This design comes from an exercise in tuning for small area, a short achievable clock period and few clock cycles per item on the open sky130 flow, not from production work. In this exercise RTL edits were held to simulation tests only and were not proved equivalent to the original. Power figures rest on the tool's default switching activity, not on a simulated workload.

==> flow/config.mk <==
export PLATFORM = sky130hd
export DESIGN_NAME = conv2d_accel
export DESIGN_NICKNAME = conv2d_accel
export VERILOG_FILES = /design/flow/design.v
export SDC_FILE = /design/flow/constraint.sdc
export NUM_CORES = 4
export LEC_CHECK = 0
export CAP_MARGIN = 20
export CORE_MARGIN = 2
export CORE_UTILIZATION = 35
export PLACE_DENSITY = 0.55
export SLEW_MARGIN = 20
==> flow/constraint.sdc <==
create_clock -name core_clock -period 11.0 [get_ports {clk}]
set_input_delay 2.2000 -clock core_clock [delete_from_list [all_inputs] [get_ports {clk}]]
set_output_delay 2.2000 -clock core_clock [all_outputs]
set_load 0.01 [all_outputs]
==> flow/design.v <==
`timescale 1ns/1ns
module REGISTER(q, d, clk);
   parameter N = 1;
   output reg [N-1:0] q;
   input [N-1:0]      d;
   input 	     clk;
   always @(posedge clk)
    q <= d;
endmodule  
module REGISTER_CE(q, d, ce, clk);
   parameter N = 1;
   output reg [N-1:0] q;
   input [N-1:0]      d;
   input 	      ce, clk;
   always @(posedge clk)
     if (ce) q <= d;
endmodule  
module REGISTER_R(q, d, rst, clk);
   parameter N = 1;
   parameter INIT = {N{1'b0}};
   output reg [N-1:0] q;
   input [N-1:0]      d;
   input 	      rst, clk;
   always @(posedge clk)
     if (rst) q <= INIT;
     else q <= d;
endmodule  
module REGISTER_R_CE(q, d, rst, ce, clk);
   parameter N = 1;
   parameter INIT = {N{1'b0}};
   output reg [N-1:0] q;
   input [N-1:0]      d;
   input 	      rst, ce, clk;
   always @(posedge clk)
     if (rst) q <= INIT;
     else if (ce) q <= d;
endmodule  
module XILINX_ASYNC_RAM_DP(q0, d0, addr0, we0, q1, d1, addr1, we1, clk, rst);
    parameter DWIDTH = 8;                
    parameter AWIDTH = 8;                
    parameter DEPTH = 256;               
    parameter MEM_INIT_HEX_FILE = "";
    parameter MEM_INIT_BIN_FILE = "";
    input clk;
    input rst;
    input [DWIDTH-1:0] d0;                
    input [AWIDTH-1:0] addr0;             
    input 	           we0;
    output [DWIDTH-1:0] q0;
    input [DWIDTH-1:0] d1;                
    input [AWIDTH-1:0] addr1;             
    input 	           we1;
    output [DWIDTH-1:0] q1;
    reg [DWIDTH-1:0] mem [DEPTH-1:0];
    always @(posedge clk) begin
        if (we0)
            mem[addr0] <= d0;
    end
    always @(posedge clk) begin
        if (we1)
            mem[addr1] <= d1;
    end
    assign q0 = mem[addr0];
    assign q1 = mem[addr1];
endmodule  
module io_dmem_controller #(
    parameter AWIDTH        = 32,
    parameter DWIDTH        = 32,
    parameter MAX_BURST_LEN = 16384,  
    parameter IO_LATENCY    = 10      
) (
    input clk,
    input rst,
    input [AWIDTH-1:0]  req_read_addr,
    input               req_read_addr_valid,
    output              req_read_addr_ready,
    input [31:0]        req_read_len,  
    output [DWIDTH-1:0] resp_read_data,
    output              resp_read_data_valid,
    input               resp_read_data_ready,
    input [AWIDTH-1:0]  req_write_addr,
    input               req_write_addr_valid,
    output              req_write_addr_ready,
    input [31:0]        req_write_len,  
    input [DWIDTH-1:0]  req_write_data,
    input               req_write_data_valid,
    output              req_write_data_ready,
    output              resp_write_status,  
    output              resp_write_status_valid,
    input               resp_write_status_ready,
    input  [DWIDTH-1:0] dmem_douta,
    output [DWIDTH-1:0] dmem_dina,
    output [AWIDTH-1:0] dmem_addra,
    output [3:0]        dmem_wea,
    input  [DWIDTH-1:0] dmem_doutb,
    output [DWIDTH-1:0] dmem_dinb,
    output [AWIDTH-1:0] dmem_addrb,
    output [3:0]        dmem_web
);
    wire req_read_addr_fire     = req_read_addr_valid  & req_read_addr_ready;
    wire resp_read_data_fire    = resp_read_data_valid & resp_read_data_ready;
    wire req_write_addr_fire    = req_write_addr_valid & req_write_addr_ready;
    wire req_write_data_fire    = req_write_data_valid & req_write_data_ready;
    wire resp_write_status_fire = resp_write_status_valid & resp_write_status_ready;
    localparam STATE_READ_IDLE     = 2'b00;
    localparam STATE_READ_WAIT     = 2'b01;
    localparam STATE_READ_DMEM     = 2'b10;
    localparam STATE_WRITE_IDLE    = 2'b00;
    localparam STATE_WRITE_WAIT    = 2'b01;
    localparam STATE_WRITE_DMEM    = 2'b10;
    localparam STATE_WRITE_SUCCESS = 2'b11;
    wire [1:0] state_read_q;
    reg  [1:0] state_read_d;
    REGISTER_R #(.N(2), .INIT(STATE_READ_IDLE)) state_read_reg (
        .q(state_read_q),
        .d(state_read_d),
        .rst(rst),
        .clk(clk));
    wire [1:0] state_write_q;
    reg  [1:0] state_write_d;
    REGISTER_R #(.N(2), .INIT(STATE_WRITE_IDLE)) state_write_reg (
        .q(state_write_q),
        .d(state_write_d),
        .rst(rst),
        .clk(clk));
    wire [AWIDTH-1:0] req_read_addr_q;
    REGISTER_R_CE #(.N(AWIDTH), .INIT(0)) req_read_addr_reg (
        .q(req_read_addr_q),
        .d(req_read_addr),
        .ce(state_read_q == STATE_READ_IDLE && req_read_addr_fire),
        .rst(rst),
        .clk(clk)
    );
    wire [31:0] req_read_len_q;
    REGISTER_R_CE #(.N(32), .INIT(1)) req_read_len_reg (
        .q(req_read_len_q),
        .d(req_read_len),
        .ce(state_read_q == STATE_READ_IDLE && req_read_addr_fire),
        .rst(rst),
        .clk(clk)
    );
    wire [AWIDTH-1:0] req_write_addr_q;
    REGISTER_R_CE #(.N(AWIDTH), .INIT(0)) req_write_addr_reg (
        .q(req_write_addr_q),
        .d(req_write_addr),
        .ce(state_write_q == STATE_WRITE_IDLE && req_write_addr_fire),
        .rst(rst),
        .clk(clk)
    );
    wire [31:0] req_write_len_q;
    REGISTER_R_CE #(.N(32), .INIT(1)) req_write_len_reg (
        .q(req_write_len_q),
        .d(req_write_len),
        .ce(state_write_q == STATE_WRITE_IDLE && req_write_addr_fire),
        .rst(rst),
        .clk(clk)
    );
    wire [31:0] read_wait_cnt_q, read_wait_cnt_d;
    wire read_wait_cnt_ce, read_wait_cnt_rst;
    REGISTER_R_CE #(.N(32), .INIT(0)) read_wait_cnt_reg (
        .q(read_wait_cnt_q),
        .d(read_wait_cnt_d),
        .ce(read_wait_cnt_ce),
        .rst(read_wait_cnt_rst),
        .clk(clk)
    );
    wire [31:0] read_len_cnt_q, read_len_cnt_d;
    wire read_len_cnt_ce, read_len_cnt_rst;
    REGISTER_R_CE #(.N(32), .INIT(0)) read_len_cnt_reg (
        .q(read_len_cnt_q),
        .d(read_len_cnt_d),
        .ce(read_len_cnt_ce),
        .rst(read_len_cnt_rst),
        .clk(clk)
    );
    wire [31:0] write_wait_cnt_q, write_wait_cnt_d;
    wire write_wait_cnt_ce, write_wait_cnt_rst;
    REGISTER_R_CE #(.N(32), .INIT(0)) write_wait_cnt_reg (
        .q(write_wait_cnt_q),
        .d(write_wait_cnt_d),
        .ce(write_wait_cnt_ce),
        .rst(write_wait_cnt_rst),
        .clk(clk)
    );
    wire [31:0] write_len_cnt_q, write_len_cnt_d;
    wire write_len_cnt_ce, write_len_cnt_rst;
    REGISTER_R_CE #(.N(32), .INIT(0)) write_len_cnt_reg (
        .q(write_len_cnt_q),
        .d(write_len_cnt_d),
        .ce(write_len_cnt_ce),
        .rst(write_len_cnt_rst),
        .clk(clk)
    );
    wire read_delay_q;
    REGISTER_R_CE #(.N(1), .INIT(0)) read_delay_reg (
        .q(read_delay_q),
        .d(1'b1),
        .ce(read_delay_q == 0 & resp_read_data_valid == 1 & resp_read_data_ready == 0),
        .rst(resp_read_data_fire | rst),
        .clk(clk)
    );
    wire [DWIDTH-1:0] read_data_delay_q;
    REGISTER_CE #(.N(DWIDTH)) read_data_delay_reg (
        .q(read_data_delay_q),
        .d(dmem_douta),
        .ce(~(read_delay_q == 1 & resp_read_data_fire == 0)),
        .clk(clk)
    );
    wire [31:0] read_burst_len  = (req_read_len_q  == 0) ? 1 :
                                  (req_read_len_q  <  MAX_BURST_LEN) ? req_read_len_q  : MAX_BURST_LEN;
    wire [31:0] write_burst_len = (req_write_len_q == 0) ? 1 :
                                  (req_write_len_q <  MAX_BURST_LEN) ? req_write_len_q : MAX_BURST_LEN;
    wire read_idle  = (state_read_q  == STATE_READ_IDLE);
    wire read_wait  = (state_read_q  == STATE_READ_WAIT);
    wire read_dmem  = (state_read_q  == STATE_READ_DMEM);
    wire write_idle    = (state_write_q == STATE_WRITE_IDLE);
    wire write_wait    = (state_write_q == STATE_WRITE_WAIT);
    wire write_dmem    = (state_write_q == STATE_WRITE_DMEM);
    wire write_success = (state_write_q == STATE_WRITE_SUCCESS);
    assign read_wait_cnt_d      = read_wait_cnt_q + 1;
    assign read_wait_cnt_ce     = read_wait;
    assign read_wait_cnt_rst    = read_dmem | rst;
    assign read_len_cnt_d       = read_len_cnt_q + 1;
    assign read_len_cnt_ce      = (read_wait_cnt_q == IO_LATENCY - 1) |
                                  resp_read_data_fire;
    assign read_len_cnt_rst     = read_idle | rst;
    assign write_wait_cnt_d     = write_wait_cnt_q + 1;
    assign write_wait_cnt_ce    = write_wait;
    assign write_wait_cnt_rst   = write_dmem | rst;
    assign write_len_cnt_d      = write_len_cnt_q + 1;
    assign write_len_cnt_ce     = req_write_data_fire;
    assign write_len_cnt_rst    = write_idle | rst;
    assign req_read_addr_ready  = read_idle;
    assign resp_read_data_valid = read_dmem;
    assign resp_read_data       = read_delay_q ? read_data_delay_q : dmem_douta;
    assign dmem_addra           = req_read_addr_q + read_len_cnt_q;
    assign dmem_dina            = 0;
    assign dmem_wea             = 4'b0000;  
    assign req_write_addr_ready    = write_idle;
    assign req_write_data_ready    = write_dmem;
    assign resp_write_status_valid = write_success;
    assign resp_write_status       = write_success;  
    assign dmem_addrb              = req_write_addr_q + write_len_cnt_q;
    assign dmem_dinb               = req_write_data;
    assign dmem_web                = req_write_data_fire ? 4'b1111 : 4'b0000;
    always @(*) begin
        state_read_d = state_read_q;
        case (state_read_q)
            STATE_READ_IDLE: begin
                if (req_read_addr_fire)
                    state_read_d = STATE_READ_WAIT;
            end
            STATE_READ_WAIT: begin
                if (read_wait_cnt_q == IO_LATENCY - 1)
                    state_read_d = STATE_READ_DMEM;
            end
            STATE_READ_DMEM: begin
                if (read_len_cnt_q == read_burst_len)
                    state_read_d = STATE_READ_IDLE;
            end
        endcase
    end
    always @(*) begin
        state_write_d = state_write_q;
        case (state_write_q)
            STATE_WRITE_IDLE: begin
                if (req_write_addr_fire)
                    state_write_d = STATE_WRITE_WAIT;
            end
            STATE_WRITE_WAIT: begin
                if (write_wait_cnt_q == IO_LATENCY - 1)
                    state_write_d = STATE_WRITE_DMEM;
            end
            STATE_WRITE_DMEM: begin
                if (write_len_cnt_q == write_burst_len - 1 & req_write_data_fire)
                    state_write_d = STATE_WRITE_SUCCESS;
            end
            STATE_WRITE_SUCCESS: begin
                if (resp_write_status_fire)
                    state_write_d = STATE_WRITE_IDLE;
            end
        endcase
    end
endmodule
module conv2d_accel (
    input         clk,
    input         rst,
    input         start,
    output        idle,
    output        done,
    input  [31:0] fm_dim,
    input  [31:0] wt_offset,
    input  [31:0] ifm_offset,
    input  [31:0] ofm_offset,
    output [31:0] dmem_addra,
    input  [31:0] dmem_douta,
    output [31:0] dmem_addrb,
    output [31:0] dmem_dinb,
    output [3:0]  dmem_web
);
    wire [31:0] req_read_addr;
    wire        req_read_addr_valid, req_read_addr_ready;
    wire [31:0] req_read_len;
    wire [31:0] resp_read_data;
    wire        resp_read_data_valid, resp_read_data_ready;
    wire [31:0] req_write_addr;
    wire        req_write_addr_valid, req_write_addr_ready;
    wire [31:0] req_write_len;
    wire [31:0] req_write_data;
    wire        req_write_data_valid, req_write_data_ready;
    wire        resp_write_status, resp_write_status_valid, resp_write_status_ready;
    conv2D_opt #(.AWIDTH(32), .DWIDTH(32), .WT_DIM(3)) conv2D_opt (
        .clk(clk), .rst(rst),
        .start(start), .idle(idle), .done(done),
        .fm_dim(fm_dim), .wt_offset(wt_offset),
        .ifm_offset(ifm_offset), .ofm_offset(ofm_offset),
        .req_read_addr(req_read_addr),
        .req_read_addr_valid(req_read_addr_valid),
        .req_read_addr_ready(req_read_addr_ready),
        .req_read_len(req_read_len),
        .resp_read_data(resp_read_data),
        .resp_read_data_valid(resp_read_data_valid),
        .resp_read_data_ready(resp_read_data_ready),
        .req_write_addr(req_write_addr),
        .req_write_addr_valid(req_write_addr_valid),
        .req_write_addr_ready(req_write_addr_ready),
        .req_write_len(req_write_len),
        .req_write_data(req_write_data),
        .req_write_data_valid(req_write_data_valid),
        .req_write_data_ready(req_write_data_ready),
        .resp_write_status(resp_write_status),
        .resp_write_status_valid(resp_write_status_valid),
        .resp_write_status_ready(resp_write_status_ready)
    );
    io_dmem_controller #(.AWIDTH(32), .DWIDTH(32)) io_dmem_controller (
        .clk(clk), .rst(rst),
        .req_read_addr(req_read_addr),
        .req_read_addr_valid(req_read_addr_valid),
        .req_read_addr_ready(req_read_addr_ready),
        .req_read_len(req_read_len),
        .resp_read_data(resp_read_data),
        .resp_read_data_valid(resp_read_data_valid),
        .resp_read_data_ready(resp_read_data_ready),
        .req_write_addr(req_write_addr),
        .req_write_addr_valid(req_write_addr_valid),
        .req_write_addr_ready(req_write_addr_ready),
        .req_write_len(req_write_len),
        .req_write_data(req_write_data),
        .req_write_data_valid(req_write_data_valid),
        .req_write_data_ready(req_write_data_ready),
        .resp_write_status(resp_write_status),
        .resp_write_status_valid(resp_write_status_valid),
        .resp_write_status_ready(resp_write_status_ready),
        .dmem_douta(dmem_douta), .dmem_dina(), .dmem_addra(dmem_addra), .dmem_wea(),
        .dmem_doutb(32'b0), .dmem_dinb(dmem_dinb), .dmem_addrb(dmem_addrb), .dmem_web(dmem_web)
    );
endmodule

module fifo #(
    parameter WIDTH = 32,   
    parameter LOGDEPTH = 3  
) (
    input clk,
    input rst,
    input  enq_valid,
    input  [WIDTH-1:0] enq_data,
    output enq_ready,
    output deq_valid,
    output [WIDTH-1:0] deq_data,
    input deq_ready
);
    localparam DEPTH = (1 << LOGDEPTH);
    wire [LOGDEPTH-1:0] buffer_addr0, buffer_addr1;
    wire [WIDTH-1:0] buffer_d0, buffer_d1, buffer_q0, buffer_q1;
    wire buffer_we0, buffer_we1;
    XILINX_ASYNC_RAM_DP #(.AWIDTH(LOGDEPTH), .DWIDTH(WIDTH), .DEPTH(DEPTH)) buffer (
        .q0(buffer_q0), .d0(buffer_d0), .addr0(buffer_addr0), .we0(buffer_we0),
        .q1(buffer_q1), .d1(buffer_d1), .addr1(buffer_addr1), .we1(buffer_we1),
        .clk(clk), .rst(rst));
    assign buffer_we1 = 1'b0;
    assign buffer_d1  = 0;
    wire [LOGDEPTH:0] read_ptr_val, read_ptr_next;
    wire read_ptr_ce;
    wire [LOGDEPTH:0] write_ptr_val, write_ptr_next;
    wire write_ptr_ce;
    REGISTER_R_CE #(.N(LOGDEPTH + 1)) read_ptr_reg  (
        .q(read_ptr_val),
        .d(read_ptr_next),
        .ce(read_ptr_ce),
        .rst(rst), .clk(clk));
    REGISTER_R_CE #(.N(LOGDEPTH + 1)) write_ptr_reg (
        .q(write_ptr_val),
        .d(write_ptr_next),
        .ce(write_ptr_ce),
        .rst(rst), .clk(clk));
    wire enq_fire = enq_valid && enq_ready;
    wire deq_fire = deq_valid && deq_ready;
    assign buffer_d0            = enq_data;
    assign buffer_addr0         = write_ptr_val;
    assign buffer_we0           = enq_fire;
    assign enq_ready            = !((read_ptr_val[LOGDEPTH-1:0] == write_ptr_val[LOGDEPTH-1:0])
                                    && (read_ptr_val[LOGDEPTH] != write_ptr_val[LOGDEPTH]));
    assign buffer_addr1         = read_ptr_val;
    assign deq_data             = buffer_q1;
    assign deq_valid            = !(read_ptr_val == write_ptr_val);
    assign read_ptr_next    = read_ptr_val + 1;
    assign write_ptr_next   = write_ptr_val + 1;
    assign write_ptr_ce     = enq_fire;
    assign read_ptr_ce      = deq_fire; 
endmodule
module conv2D_pe #(
    parameter AWIDTH = 32,
    parameter DWIDTH = 32,
    parameter WT_DIM = 3
) (
    input clk,
    input rst,
    input [DWIDTH-1:0]      index_i,
    input [DWIDTH-1:0]      fm_dim,
    input [DWIDTH-1:0]      pe_weight_data_i,
    input                   pe_weight_data_valid,
    input [DWIDTH-1:0]      pe_fm_data_i,
    input                   pe_fm_data_valid,
    output [DWIDTH-1:0]     pe_data_o,
    output                  pe_data_valid
);
    localparam halo_cnt  = (WT_DIM - 1);
    localparam half_halo_cnt = halo_cnt >> 1;
    wire [31:0] x_cnt_edge = (fm_dim + halo_cnt - 1);
    wire [31:0] y_cnt_edge = (fm_dim + halo_cnt - 1);
    localparam WT_SIZE      = WT_DIM * WT_DIM;
    wire halo;
    wire [DWIDTH-1:0] index;
    REGISTER_R #(.N(DWIDTH)) index_reg (
        .q(index),
        .d(index_i),
        .clk(clk),
        .rst(rst));
    wire [31:0] m_cnt_d, m_cnt_q;
    wire m_cnt_ce, m_cnt_rst;
    REGISTER_R_CE #(.N(32), .INIT(0)) m_cnt_reg (
        .q(m_cnt_q),
        .d(m_cnt_d),
        .ce(m_cnt_ce),
        .rst(m_cnt_rst),
        .clk(clk)
    );
    wire [31:0] n_cnt_d, n_cnt_q;
    wire n_cnt_ce, n_cnt_rst;
    REGISTER_R_CE #(.N(32), .INIT(0)) n_cnt_reg (
        .q(n_cnt_q),
        .d(n_cnt_d),
        .ce(n_cnt_ce),
        .rst(n_cnt_rst),
        .clk(clk)
    );
    assign n_cnt_d      = n_cnt_q + 1;
    assign n_cnt_ce     = pe_weight_data_valid;
    assign n_cnt_rst    = (n_cnt_q == WT_DIM - 1 & pe_weight_data_valid) | rst; 
    assign m_cnt_d      = m_cnt_q + 1;
    assign m_cnt_ce     = (pe_weight_data_valid && n_cnt_q == WT_DIM - 1);
    assign m_cnt_rst    = (n_cnt_q == WT_DIM - 1 & m_cnt_q == WT_DIM -1 & pe_weight_data_valid) | rst;
    wire [DWIDTH-1:0] weight_reg_q[WT_DIM-1:0];
    wire [DWIDTH-1:0] weight_reg_d[WT_DIM-1:0];
    wire weight_reg_en[WT_DIM-1:0];
    genvar i;
    generate
        for (i = 0; i < WT_DIM; i = i + 1) begin:weight
            REGISTER_R_CE #(.N(DWIDTH), .INIT(32'b0)) weight_reg (
                .q(weight_reg_q[i]),
                .d(weight_reg_d[i]),
                .ce(weight_reg_en[i]),
                .clk(clk),
                .rst(rst));
        end
    endgenerate
    generate
        for (i = 0; i < WT_DIM; i = i + 1) begin
            assign weight_reg_d[i] = pe_weight_data_i;
            assign weight_reg_en[i] =  m_cnt_q == index_i
                                        & n_cnt_q == i & pe_weight_data_valid;
        end
    endgenerate
    wire [DWIDTH-1:0] x_cnt_reg_d, x_cnt_reg_q;
    wire x_cnt_reg_ce, x_cnt_reg_rst;
    REGISTER_R_CE #(.N(DWIDTH), .INIT(0)) x_cnt_reg (
        .q(x_cnt_reg_q),
        .d(x_cnt_reg_d),
        .ce(x_cnt_reg_ce),
        .rst(x_cnt_reg_rst),
        .clk(clk)
    );
    wire [DWIDTH-1:0] y_cnt_reg_d, y_cnt_reg_q;
    wire y_cnt_reg_ce, y_cnt_reg_rst;
    REGISTER_R_CE #(.N(DWIDTH), .INIT(0)) y_cnt_reg (
        .q(y_cnt_reg_q),
        .d(y_cnt_reg_d),
        .ce(y_cnt_reg_ce),
        .rst(y_cnt_reg_rst),
        .clk(clk)
    );
    wire weight_done_q, weight_done_d;
    wire weight_done_ce, weight_done_rst;
    REGISTER_R_CE #(.N(1), .INIT(0)) weight_done_reg (
        .q(weight_done_q),
        .d(weight_done_d),
        .ce(weight_done_ce),
        .rst(weight_done_rst),
        .clk(clk)
    );
    assign x_cnt_reg_d      = x_cnt_reg_q + 1;
    assign x_cnt_reg_ce     = weight_done_q & (pe_fm_data_valid | halo);
    assign x_cnt_reg_rst    = ((x_cnt_reg_q == x_cnt_edge) & (pe_fm_data_valid | halo)) | rst;
    assign y_cnt_reg_d      = y_cnt_reg_q + 1;
    assign y_cnt_reg_ce     = weight_done_q & (x_cnt_reg_q == x_cnt_edge)
                                            & (pe_fm_data_valid | halo);
    assign y_cnt_reg_rst    = (weight_done_q & (x_cnt_reg_q == x_cnt_edge)
                                            & (y_cnt_reg_q == y_cnt_edge)
                                            & (pe_fm_data_valid | halo)) | rst;
    assign halo         = (x_cnt_reg_q < half_halo_cnt) | (y_cnt_reg_q < half_halo_cnt)
                                                    | (x_cnt_reg_q > (x_cnt_edge - half_halo_cnt))
                                                    | (y_cnt_reg_q > (y_cnt_edge - half_halo_cnt));
    assign weight_done_d    = ~weight_done_q;
    assign weight_done_ce   = (m_cnt_q == WT_DIM - 1) & (n_cnt_q == WT_DIM - 1) & pe_weight_data_valid;
    assign weight_done_rst  = y_cnt_reg_rst;  
    wire [DWIDTH-1:0] inputs_reg_q[WT_DIM-1:0];
    wire [DWIDTH-1:0] inputs_reg_d[WT_DIM-1:0];
    wire inputs_reg_en[WT_DIM-1:0];
    wire inputs_reg_rst[WT_DIM-1:0];
    generate
        for (i = 0; i < WT_DIM; i = i + 1) begin:fm
            REGISTER_R_CE #(.N(DWIDTH), .INIT(32'b0)) input_reg (
                .q(inputs_reg_q[i]),
                .d(inputs_reg_d[i]),
                .ce(inputs_reg_en[i]),
                .clk(clk),
                .rst(inputs_reg_rst[i]));
        end
    endgenerate
    wire pe_out_fire_d, pe_out_fire_q;
    wire pe_out_fire_rst, pe_out_fire_en;
    REGISTER_R_CE #(.N(1), .INIT(0)) pe_out_fire (
        .q(pe_out_fire_q),
        .d(pe_out_fire_d),
        .ce(pe_out_fire_en),
        .rst(pe_out_fire_rst),
        .clk(clk)
    );
    assign pe_out_fire_d    = 1'b1;
    assign pe_out_fire_en   = weight_done_q & (y_cnt_reg_q >= index_i & x_cnt_reg_q >= WT_DIM - 1)
                                & (pe_fm_data_valid | halo);
    assign pe_out_fire_rst  = ~weight_done_q | rst | (y_cnt_reg_q < index_i | x_cnt_reg_q < WT_DIM - 1);
    generate
        for (i = 0; i < WT_DIM; i = i + 1) begin
            if (i == 0) begin
                assign inputs_reg_d[i]      = (halo == 1'b1) ? 32'b0 : pe_fm_data_i;
                assign inputs_reg_en[i]     = y_cnt_reg_q >= index_i & (pe_fm_data_valid | halo == 1'b1);
                assign inputs_reg_rst[i]    =  ~weight_done_q | rst; 
            end else begin
                assign inputs_reg_d[i]      = inputs_reg_q[i - 1];
                assign inputs_reg_en[i]     = weight_done_q;
                assign inputs_reg_rst[i]    = ((x_cnt_reg_q == WT_DIM + 1 & pe_fm_data_valid) & ~weight_done_q) | rst;
            end
        end
    endgenerate
    wire [DWIDTH-1:0] mult_result[WT_DIM-1:0];
    wire [DWIDTH-1:0] result_store[WT_DIM-1:0];
    generate
        for (i = 0; i < WT_DIM; i = i + 1) begin
            assign mult_result[i] = inputs_reg_q[i] * weight_reg_q[WT_DIM - 1 - i];
            REGISTER_R #(.N(32)) result_store_reg (
                .q(result_store[i]),
                .d(mult_result[i]),
                .clk(clk),
                .rst(rst)
            );
        end
    endgenerate
    integer j;
    reg [DWIDTH-1:0] sum_val;
    always @(*) begin
        sum_val = 32'b0;
        for (j = 0; j < WT_DIM; j = j + 1) begin
            sum_val = sum_val + result_store[j];
        end
    end
    wire pe_fire;
    REGISTER_R #(.N(1)) pe_fire_reg (
        .q(pe_fire),
        .d(pe_out_fire_q),
        .clk(clk),
        .rst(rst)
    );
    assign pe_data_o        = sum_val;
    assign pe_data_valid    = pe_fire; 
endmodule  
module conv2D_opt_compute #(
    parameter AWIDTH = 32,
    parameter DWIDTH = 32,
    parameter WT_DIM = 3,
    parameter IN_LOGDEPTH  = 4,
    parameter OUT_LOGDEPTH = 6,
    parameter PE_LOGDEPTH  = 5
) (
    input clk,
    input rst,
    input start,
    output idle,
    input  [31:0] fm_dim,
    input  [31:0] wt_offset,
    input  [31:0] ifm_offset,
    input  [31:0] ofm_offset,
    output [AWIDTH-1:0]  req_read_addr,
    output               req_read_addr_valid,
    input                req_read_addr_ready,
    output [31:0]        req_read_len,  
    input  [DWIDTH-1:0] rdata,
    input               rdata_valid,
    output              rdata_ready,
    output [AWIDTH-1:0]  req_write_addr,
    output               req_write_addr_valid,
    input                req_write_addr_ready,
    output [31:0]        req_write_len,  
    output [DWIDTH-1:0]  req_write_data,
    output               req_write_data_valid,
    input                req_write_data_ready,
    input                resp_write_status,
    input                resp_write_status_valid,
    output               resp_write_status_ready 
);
    assign resp_write_status_ready = 1'b1;
    localparam halo_cnt  = (WT_DIM - 1);
    localparam half_halo_cnt = halo_cnt >> 1;
    wire [31:0] x_cnt_edge = (fm_dim + halo_cnt - 1);
    wire [31:0] y_cnt_edge = (fm_dim + halo_cnt - 1);
    wire [DWIDTH-1:0] fifo_deq_read_data;
    wire fifo_deq_read_data_valid, fifo_deq_read_data_ready;
    wire fifo_rdata_fire;
    fifo #(.WIDTH(DWIDTH), .LOGDEPTH(IN_LOGDEPTH)) data_in_fifo(
        .clk(clk),
        .rst(rst),
        .enq_valid(rdata_valid),
        .enq_data(rdata),
        .enq_ready(rdata_ready),
        .deq_valid(fifo_deq_read_data_valid),
        .deq_data(fifo_deq_read_data),
        .deq_ready(fifo_deq_read_data_ready)
    );
    wire [DWIDTH-1:0] fifo_enq_write_data;
    wire fifo_enq_write_data_valid, fifo_enq_write_data_ready;
    fifo #(.WIDTH(DWIDTH), .LOGDEPTH(OUT_LOGDEPTH)) data_out_fifo(
        .clk(clk),
        .rst(rst),
        .enq_valid(fifo_enq_write_data_valid),
        .enq_data(fifo_enq_write_data),
        .enq_ready(fifo_enq_write_data_ready),
        .deq_valid(req_write_data_valid),
        .deq_data(req_write_data),
        .deq_ready(req_write_data_ready)
    );
    localparam STATE_IDLE       = 3'b000;
    localparam STATE_LOAD_WT    = 3'b001;
    localparam STATE_LOAD_FM    = 3'b010;
    localparam STATE_LAST_WRITE = 3'b011;
    localparam STATE_STORE_FM   = 3'b100;
    wire [2:0] state_q;
    reg  [2:0] state_d;
    REGISTER_R #(.N(3), .INIT(STATE_IDLE)) state_reg (
        .q(state_q),
        .d(state_d),
        .rst(rst),
        .clk(clk)
    );
    wire [31:0] m_cnt_d, m_cnt_q;
    wire m_cnt_ce, m_cnt_rst;
    REGISTER_R_CE #(.N(32), .INIT(0)) m_cnt_reg (
        .q(m_cnt_q),
        .d(m_cnt_d),
        .ce(m_cnt_ce),
        .rst(m_cnt_rst),
        .clk(clk)
    );
    wire [31:0] n_cnt_d, n_cnt_q;
    wire n_cnt_ce, n_cnt_rst;
    REGISTER_R_CE #(.N(32), .INIT(0)) n_cnt_reg (
        .q(n_cnt_q),
        .d(n_cnt_d),
        .ce(n_cnt_ce),
        .rst(n_cnt_rst),
        .clk(clk)
    );
    wire [31:0] x_cnt_d, x_cnt_q;
    wire x_cnt_ce, x_cnt_rst;
    REGISTER_R_CE #(.N(32), .INIT(0)) x_cnt_reg (
        .q(x_cnt_q),
        .d(x_cnt_d),
        .ce(x_cnt_ce),
        .rst(x_cnt_rst),
        .clk(clk)
    );
    wire [31:0] y_cnt_d, y_cnt_q;
    wire y_cnt_ce, y_cnt_rst;
    REGISTER_R_CE #(.N(32), .INIT(0)) y_cnt_reg (
        .q(y_cnt_q),
        .d(y_cnt_d),
        .ce(y_cnt_ce),
        .rst(y_cnt_rst),
        .clk(clk)
    );
    wire [31:0] write_counter_d;
    wire [31:0] write_counter_q;
    wire write_counter_ce, write_counter_rst;
    REGISTER_R_CE #(.N(32)) write_counter (
        .q(write_counter_q),
        .d(write_counter_d),
        .ce(write_counter_ce),
        .rst(write_counter_rst),
        .clk(clk)
    );
    wire rdata_addr_valid_reg_d, rdata_addr_valid_reg_q;
    wire rdata_addr_valid_reg_rst, rdata_addr_valid_reg_ce;
    REGISTER_R_CE #(.N(1)) rdata_addr_valid_reg (
        .q(rdata_addr_valid_reg_q),
        .d(rdata_addr_valid_reg_d),
        .ce(rdata_addr_valid_reg_ce),
        .rst(rdata_addr_valid_reg_rst),
        .clk(clk)
    );
    wire wdata_addr_valid_reg_d, wdata_addr_valid_reg_q;
    wire wdata_addr_valid_reg_rst, wdata_addr_valid_reg_ce;
    REGISTER_R_CE #(.N(1)) wdata_addr_valid_reg (
        .q(wdata_addr_valid_reg_q),
        .d(wdata_addr_valid_reg_d),
        .ce(wdata_addr_valid_reg_ce),
        .rst(wdata_addr_valid_reg_rst),
        .clk(clk)
    );
    wire [DWIDTH-1:0] pe_weight_data, pe_fm_data;
    wire pe_fm_data_valid;
    wire [DWIDTH-1:0] pe_data_outputs[WT_DIM-1:0];
    wire pe_data_valids[WT_DIM-1:0];
    wire pe_rst;
    wire pe_weight_data_valid;
    genvar i;
    generate
        for (i = 0; i < WT_DIM; i = i + 1) begin:PE
            conv2D_pe #(.AWIDTH(AWIDTH),
                        .DWIDTH(DWIDTH),
                        .WT_DIM(WT_DIM)) pe (
                            .clk(clk),
                            .rst(rst),
                            .index_i(i),
                            .fm_dim(fm_dim),
                            .pe_weight_data_i(pe_weight_data),
                            .pe_weight_data_valid(pe_weight_data_valid),
                            .pe_fm_data_i(pe_fm_data),
                            .pe_fm_data_valid(pe_fm_data_valid),
                            .pe_data_o(pe_data_outputs[i]),
                            .pe_data_valid(pe_data_valids[i]));
        end
    endgenerate
    wire pe_fifo_enq_ready[WT_DIM-1:0] ;
    wire pe_fifo_deq_ready[WT_DIM-1:0];
    wire pe_fifo_deq_valids[WT_DIM-1:0];
    wire [DWIDTH-1:0] pe_fifo_deq_datas[WT_DIM-1:0];
    generate
        for (i = 0; i < WT_DIM; i = i + 1) begin:FIFO
            fifo #(.WIDTH(32), .LOGDEPTH(PE_LOGDEPTH)) fifo (
                .clk(clk),
                .rst(rst),
                .enq_valid(pe_data_valids[i]),
                .enq_data(pe_data_outputs[i]),
                .enq_ready(pe_fifo_enq_ready[i]),
                .deq_valid(pe_fifo_deq_valids[i]),
                .deq_data(pe_fifo_deq_datas[i]),
                .deq_ready(pe_fifo_deq_ready[i]));
        end
    endgenerate
    wire halo;
    assign idle = (state_q == STATE_IDLE);
    always @(*) begin
        state_d = state_q;
        case (state_q)
            STATE_IDLE: begin
                if (start)
                    state_d = STATE_LOAD_WT;
            end
            STATE_LOAD_WT: begin
                if (n_cnt_q == WT_DIM - 1 & m_cnt_q == WT_DIM - 1 & fifo_rdata_fire)
                    state_d = STATE_LOAD_FM;
            end
            STATE_LOAD_FM: begin
                if (x_cnt_q == x_cnt_edge & y_cnt_q == y_cnt_edge & (fifo_rdata_fire | halo))
                    state_d = STATE_LAST_WRITE;
            end
            STATE_LAST_WRITE: begin
                if (write_counter_rst)
                    state_d = STATE_STORE_FM;
            end
            STATE_STORE_FM: begin
                if (~req_write_data_valid)
                    state_d = STATE_IDLE;
            end
        endcase
    end
    assign rdata_addr_valid_reg_d = 1;
    assign rdata_addr_valid_reg_ce = (state_d == STATE_LOAD_WT & state_q == STATE_IDLE)
                                    | (state_d == STATE_LOAD_FM & state_q == STATE_LOAD_WT);
    assign rdata_addr_valid_reg_rst = (rdata_addr_valid_reg_q & req_read_addr_ready) | rst;
    assign req_read_addr            = (state_q == STATE_LOAD_WT) ? wt_offset
                                        : (state_q == STATE_LOAD_FM) ? ifm_offset : 0;
    assign req_read_addr_valid      = rdata_addr_valid_reg_q;
    assign req_read_len             = (state_q == STATE_LOAD_WT) ? WT_DIM * WT_DIM
                                        : (state_q == STATE_LOAD_FM) ? fm_dim * fm_dim : 0;
    assign fifo_rdata_fire            = fifo_deq_read_data_ready & fifo_deq_read_data_valid;
    assign fifo_deq_read_data_ready = (state_q == STATE_LOAD_WT)
                                        | (state_q == STATE_LOAD_FM & ~halo);
    assign pe_weight_data_valid     = (state_q == STATE_LOAD_WT)
                                        & fifo_rdata_fire;
    assign pe_weight_data           = fifo_deq_read_data;
    assign m_cnt_d      = m_cnt_q + 1;
    assign m_cnt_ce     = (state_q == STATE_LOAD_WT) & fifo_rdata_fire & (n_cnt_q == WT_DIM - 1);
    assign m_cnt_rst    = ((m_cnt_q == WT_DIM - 1) & (n_cnt_q == WT_DIM - 1) & fifo_rdata_fire) | rst;
    assign n_cnt_d      = n_cnt_q + 1;
    assign n_cnt_ce     = (state_q == STATE_LOAD_WT) & fifo_rdata_fire;
    assign n_cnt_rst    = (n_cnt_q == WT_DIM - 1 & fifo_rdata_fire) | rst;
    assign pe_fm_data_valid         = ((state_q == STATE_LOAD_FM) | (state_q == STATE_LAST_WRITE))
                                        & fifo_rdata_fire;
    assign pe_fm_data               = fifo_deq_read_data;
    assign halo         = (x_cnt_q < half_halo_cnt) | (y_cnt_q < half_halo_cnt)
                                                    | (x_cnt_q > (x_cnt_edge - half_halo_cnt))
                                                    | (y_cnt_q > (y_cnt_edge - half_halo_cnt));
    assign x_cnt_d      = x_cnt_q + 1;
    assign x_cnt_ce     = (state_q == STATE_LOAD_FM) & (fifo_rdata_fire | halo);
    assign x_cnt_rst    = (state_q == STATE_LOAD_FM & x_cnt_q == x_cnt_edge & (fifo_rdata_fire | halo)) | rst;
    assign y_cnt_d      = y_cnt_q + 1;
    assign y_cnt_ce     = (state_q == STATE_LOAD_FM) & (x_cnt_q == x_cnt_edge) & (fifo_rdata_fire | halo);
    assign y_cnt_rst    = (state_q == STATE_LOAD_FM & x_cnt_q ==  x_cnt_edge & y_cnt_q == y_cnt_edge & (fifo_rdata_fire | halo)) | rst;
    reg pe_data_valid;
    reg [DWIDTH-1:0] pe_data_out;
    wire pe_data_fire;
    integer j;
    always @(*) begin
        pe_data_valid = 1'b1;
        for (j = 0; j < WT_DIM; j = j + 1) begin
            pe_data_valid = pe_data_valid & pe_fifo_deq_valids[j];
        end
    end
    generate
        for (i = 0; i < WT_DIM; i = i + 1) begin
            assign pe_fifo_deq_ready[i] = ((state_q == STATE_LOAD_FM)
                                       | (state_q == STATE_LAST_WRITE))
                                       & pe_data_valid
                                       & fifo_enq_write_data_ready;
        end
    endgenerate
    always @(*) begin
        pe_data_out = 32'b0;
        for (j = 0; j < WT_DIM; j = j + 1) begin
            pe_data_out = pe_data_out + pe_fifo_deq_datas[j];
        end
    end
    assign pe_data_fire                 = pe_data_valid
                                          & ((state_q == STATE_LOAD_FM) | (state_q == STATE_LAST_WRITE))
                                          & fifo_enq_write_data_ready;
    assign fifo_enq_write_data          = pe_data_out;
    assign fifo_enq_write_data_valid    = pe_data_valid;
    assign write_counter_d      = write_counter_q + 1;
    assign write_counter_ce     = pe_data_fire;
    assign write_counter_rst    = (write_counter_q == fm_dim * fm_dim) | rst;
    assign wdata_addr_valid_reg_d   = 1'b1;
    assign wdata_addr_valid_reg_ce  = (state_d == STATE_STORE_FM) & (state_q != STATE_STORE_FM);
    assign wdata_addr_valid_reg_rst = ((wdata_addr_valid_reg_q == 1'b1) & req_write_addr_ready) | rst;
    assign req_write_addr        = ofm_offset;
    assign req_write_addr_valid  = wdata_addr_valid_reg_q;
    assign req_write_len         = fm_dim * fm_dim; 
endmodule  
module conv2D_opt #(
    parameter AWIDTH  = 32,
    parameter DWIDTH  = 32,
    parameter WT_DIM  = 3
) (
    input clk,
    input rst,
    input start,
    output idle,
    output done,
    input  [31:0]       fm_dim,
    input  [31:0]       wt_offset,
    input  [31:0]       ifm_offset,
    input  [31:0]       ofm_offset,
    output [AWIDTH-1:0] req_read_addr,
    output              req_read_addr_valid,
    input               req_read_addr_ready,
    output [31:0]       req_read_len,  
    input [DWIDTH-1:0]  resp_read_data,
    input               resp_read_data_valid,
    output              resp_read_data_ready,
    output [AWIDTH-1:0] req_write_addr,
    output              req_write_addr_valid,
    input               req_write_addr_ready,
    output [31:0]       req_write_len,  
    output [DWIDTH-1:0] req_write_data,
    output              req_write_data_valid,
    input               req_write_data_ready,
    input                resp_write_status,
    input                resp_write_status_valid,
    output               resp_write_status_ready
);
    wire compute_idle;
    wire start_q;
    REGISTER_R_CE #(.N(1), .INIT(0)) start_reg (
        .q(start_q),
        .d(1'b1),
        .ce(start),
        .rst(rst | (done & ~start)),
        .clk(clk)
    );
    REGISTER_R_CE #(.N(1), .INIT(0)) done_reg (
        .q(done),
        .d(1'b1),
        .ce(start_q & compute_idle),
        .rst(rst | (done & start)),
        .clk(clk)
    );
    assign idle = compute_idle;
    conv2D_opt_compute #(.AWIDTH(AWIDTH),
                         .DWIDTH(DWIDTH),
                         .WT_DIM(WT_DIM)
    ) conv2D (
        .clk(clk),
        .rst(rst | done & ~start),
        .start(start),
        .idle(compute_idle),
        .fm_dim(fm_dim),
        .wt_offset(wt_offset),
        .ifm_offset(ifm_offset),
        .ofm_offset(ofm_offset),
        .req_read_addr(req_read_addr),
        .req_read_addr_valid(req_read_addr_valid),
        .req_read_addr_ready(req_read_addr_ready),
        .req_read_len(req_read_len),
        .rdata(resp_read_data),
        .rdata_valid(resp_read_data_valid),
        .rdata_ready(resp_read_data_ready),
        .req_write_addr(req_write_addr),
        .req_write_addr_valid(req_write_addr_valid),
        .req_write_addr_ready(req_write_addr_ready),
        .req_write_len(req_write_len),
        .req_write_data(req_write_data),
        .req_write_data_valid(req_write_data_valid),
        .req_write_data_ready(req_write_data_ready),
        .resp_write_status(resp_write_status),
        .resp_write_status_valid(resp_write_status_valid),
        .resp_write_status_ready(resp_write_status_ready)
    );
endmodule
==> flow/run.sh <==
#!/bin/bash
# synth_recipe.tcl (not shown) runs the flow's synth.tcl, then flattens the netlist and writes it again
# the make line also repeats each setting of config.mk as NAME=value (left out here)
make -C /OpenROAD-flow-scripts/flow DESIGN_CONFIG=/design/flow/config.mk WORK_HOME=/design/flow/orfs CLKGATE_MAP_FILE= SYNTH_SCRIPT=/design/flow/synth_recipe.tcl finish
==> impl_metrics.ini <==
[synthesis]
synthTopCellsByArea = edfxtp_1 37%, fa_1 18%, mux4_2 8.8%
synth_edf_count = 5664
synth-seq-area-share_pct = 44.9
ys_dominant_reg_cell = edfxtp_1
synthesis.instances = 36406
async_flop_share_pct = 0
yosys_warnings = 20
ys_ff_latch = 7432
avgSynthCellArea_sq_um = 12.6
syn_area_sq_um = 458000
synth_top_area_cell = edfxtp_1
synth_top_area_share_pct = 37.2
synthDistinctLibCells = 101

[route]
drt_iter0_markers = 24310
drt-total-wl_um = 1380000
drtAntennaViolNets = 0
vias_per_cell = 5.20
wl_per_cell_um = 25.1
firstDrtPassIters = 6
vias = 284636
drc = 0

[hold_path]
min_path_type = reg -> reg
min_from = io_dmem_controller.req_write_len_reg.q[18]
holdPathStages = 2
hold-path-endpoint = io_dmem_controller.req_write_len_reg.q[18]

[floorplanning]
ios = 265
core_area_sq_um = 1310000
rows = 420
initial_core_util_pct = 35.0
fp.dieW_um = 1150
die_h_um = 1150
dieArea_sq_um = 1320000

[sta]
slew_violations = 0
rsz0062_at_grt = false
period_needed_ps = 10090
fin_crit_sh_pct = 91.7
finClkSkew_ps = 231
fmax_ghz = 0.0991
worst_slew_pin_slew_ps = 1250
setup_violations = 0
finalHoldViolations = 0
slew_headroom_pct = 16.5

[layout]
instances_no_fill = 54707
areaGrowthSynthToFinish_pct = 12.1
utilization_pct = 39.3
nets = 42743
drive_above_1_share_pct = 12.4

[placement]
port_buffers = 264
hpwl_um = 929000
dp.cells = 53139
gp_congestion = 0.889

[outcome]
status = no timing/DRC/antenna violations

[worst_setup_path]
critPathMaxStageDelay_ps = 610
crit_type = in -> reg
crit_arrival_ps = 11190
r2r_cells = 25
worstPathRequired_ps = 12100
path_max_fanout = 13
crit_slowest_cell = fa_1
r2r_slack_ps = 1690
end_kind = register
crit_path_start_kind = input port
cp_common_cell = fa_1

[clocking]
cts_buffers = 815
htreeDepth = 6
post-cts-setup-buffers = 0
ctsResizeCount = 0
clk_pin_slew_worst_paths_ps = 60
worstSkewPairLatency_ps = 1300
cts_buffer_depth = 5
cts_tree = done
cts-root-buf = clkbuf_16
hold_buffers = 0
cts.sinks = 7432

[global_route]
grt_max_degree = 154
grt_use_total_pct = 20.7
grt_pass1_vias = 298713
grt_pass1_wl_um = 2030000
grt_overflow = 0
antenna_found_initial = 74

[power]
p_leak_nw = 201
power_density_nw_per_um2 = 153
ir_worst_vdd_mv = 1.85

[flow_run]
drv_cap = 0
synth_stat cells (198+ instances only):
cell,number
ha_1,1759
buf_1,239
and2_1,1325
clkbuf_1,1605
mux4_2,1787
nand2_1,4402
xor2_1,869
and3_1,200
dfxtp_1,1768
fa_1,4166
mux2i_1,540
nand4_1,289
nand3_1,385
nor2_1,2139
o21ai_0,335
inv_1,5262
a21oi_1,574
a21o_1,198
edfxtp_1,5664
nor3_1,254
xnor2_1,1095
how the worst max path moves through the flow:
stage	startpoint	endpoint	slack [ps]	cells past startpoint
3_5_place_dp	fm_dim[3]	conv2D_opt.conv2D.wdata_addr_valid_reg.q	-250	31
2_1_floorplan	fm_dim[3]	conv2D_opt.conv2D.write_counter.q[10]	300	33
5_1_grt	fm_dim[4]	conv2D_opt.conv2D.wdata_addr_valid_reg.q	420	31
4_1_cts	fm_dim[8]	conv2D_opt.conv2D.wdata_addr_valid_reg.q	1010	31
3_3_place_gp	fm_dim[8]	conv2D_opt.conv2D.wdata_addr_valid_reg.q	-330	29
6_report	fm_dim[17]	conv2D_opt.conv2D.wdata_addr_valid_reg.q	910	32
per-stage QoR:
stage	setup slack, ps	TNS [ps]	area, sq um	hold slack, ps	total power [mW]
global route	419	0	513000	475	81.8
finish	910	0	513000	457	78.3
floorplan	302	0	458000	431	42.8
CTS	1010	0	513000	458	78.9
detailed placement	-253	-6870	486000	446	51.4
global placement	-335	-9070	486000	442	51.4
final cells by class:
type / instances / area, sq um
Inverter: 5271 / 19800
Clock buffer: 1034 / 21700
Sequential cell: 7432 / 206000
Tap cell: 17302 / 21600
Multi-Input combinational cell: 21841 / 228000
Fill cell: 122686 / 793000
Clock inverter: 469 / 5000
Antenna cell: 64 / 160
Timing Repair Buffer: 1294 / 10900
worst max-delay path: cells and delay by family:
family | cells | cell delay (ps)
buffers and inverters | 9 | 1390
AND/OR/NAND/NOR | 8 | 1650
adder cells (fa/ha/maj) | 9 | 4570
AO/OA/AOI/OAI | 5 | 1180
XOR/XNOR | 1 | 160
layer usage:
metal / up-vias / global-route usage (%) / routed length (um)
li1: 122218 / - / -
met1: 150254 / 27.6 / 572000
met2: 10011 / 34.6 / 663000
met3: 2135 / 3.22 / 91700
met4: 18 / 6.79 / 49000
met5: - / 0 / 119
where the power goes:
part           switching [mW]  internal, mW
registers              0.0955          30.0
clock network            11.8          15.5
logic                    11.8          9.09
total                    23.8          54.5
cell usage in the layout (no fill, tap or decap), types with 197 or more instances in the layout:
cell             instances
nor3_1                 244
xor2_1                 840
clkdlybuf4s50_1        261
and3_1                 199
inv_1                 5261
a21o_1                 197
fa_1                  4165
nand3_1                382
mux4_2                1787
nor2_1                1956
clkbuf_16              816
nand4_1                289
buf_4                  989
a21oi_1                565
nand2_1               4391
edfxtp_1              5664
mux2i_1                540
ha_1                  1757
dfxtp_1               1725
and2_1                1323
o21ai_0                334
xnor2_1               1006
state kept, by name (all words and copies together) (netlist names), 96 cells and up, named ones only:
register / cells
conv2D_opt.conv2D.FIFO.fifo.buffer.mem: 3072
conv2D_opt.conv2D.PE.pe.fm.input_reg.q: 288
conv2D_opt.conv2D.PE.pe.genblk5.result_store_reg.q: 288
conv2D_opt.conv2D.PE.pe.m_cnt_reg.q: 96
conv2D_opt.conv2D.PE.pe.n_cnt_reg.q: 96
conv2D_opt.conv2D.PE.pe.weight.weight_reg.q: 288
conv2D_opt.conv2D.PE.pe.x_cnt_reg.q: 96
conv2D_opt.conv2D.PE.pe.y_cnt_reg.q: 96
conv2D_opt.conv2D.data_in_fifo.buffer.mem: 512
conv2D_opt.conv2D.data_out_fifo.buffer.mem: 2048
cell families after synthesis:
| logic type | after synthesis | share of synthesized area [%] |
|---|---|---|
| xor+xnor | 1977 | 3.81 |
| mux | 2458 | 10.3 |
| flops | 7432 | 44.9 |
| simple gates | 9725 | 9.63 |
| compound gates | 1753 | 2.45 |
| fa+ha+maj | 5925 | 23.0 |
| buf+inv | 7134 | 5.87 |
| other cells | 2 | 0.00164 |
Testbench counts, summed over its fixed seeds: cycles 18,070, items 4,600.

==> separate check: timing with driven ports <==
In the flow no input, the clock included, has a driving cell. The finished layout below was timed again as built, in two steps.
Step 1 sets driving cells, clkbuf_16 on the clock port and buf_2 on the other inputs (assumed; they add their load-dependent delay and slew).
Step 2 adds t to the input delays and takes it off the output delays; t is the mean of the earliest and latest rising clock arrival at the registers after step 1. Input paths then give back, and output paths get back, about the clock's delay inside the block.
a / b / c = no drivers / after step 1 / after step 2; a / b = the first two.
shift t [ns]: 1.345
setup slack, ns: 0.910 / 1.051 / -0.294
latest minus earliest clock arrival (ns): 0.232 / 0.232
worst data-port slew with drivers (ns): 0.12
pins driven straight from the clock port: 1
With both steps, setup timing fails in this run, where it was met with ideal ports. The setup slack of this run moves by +0.141 ns with the drivers and by -1.204 ns with both steps.
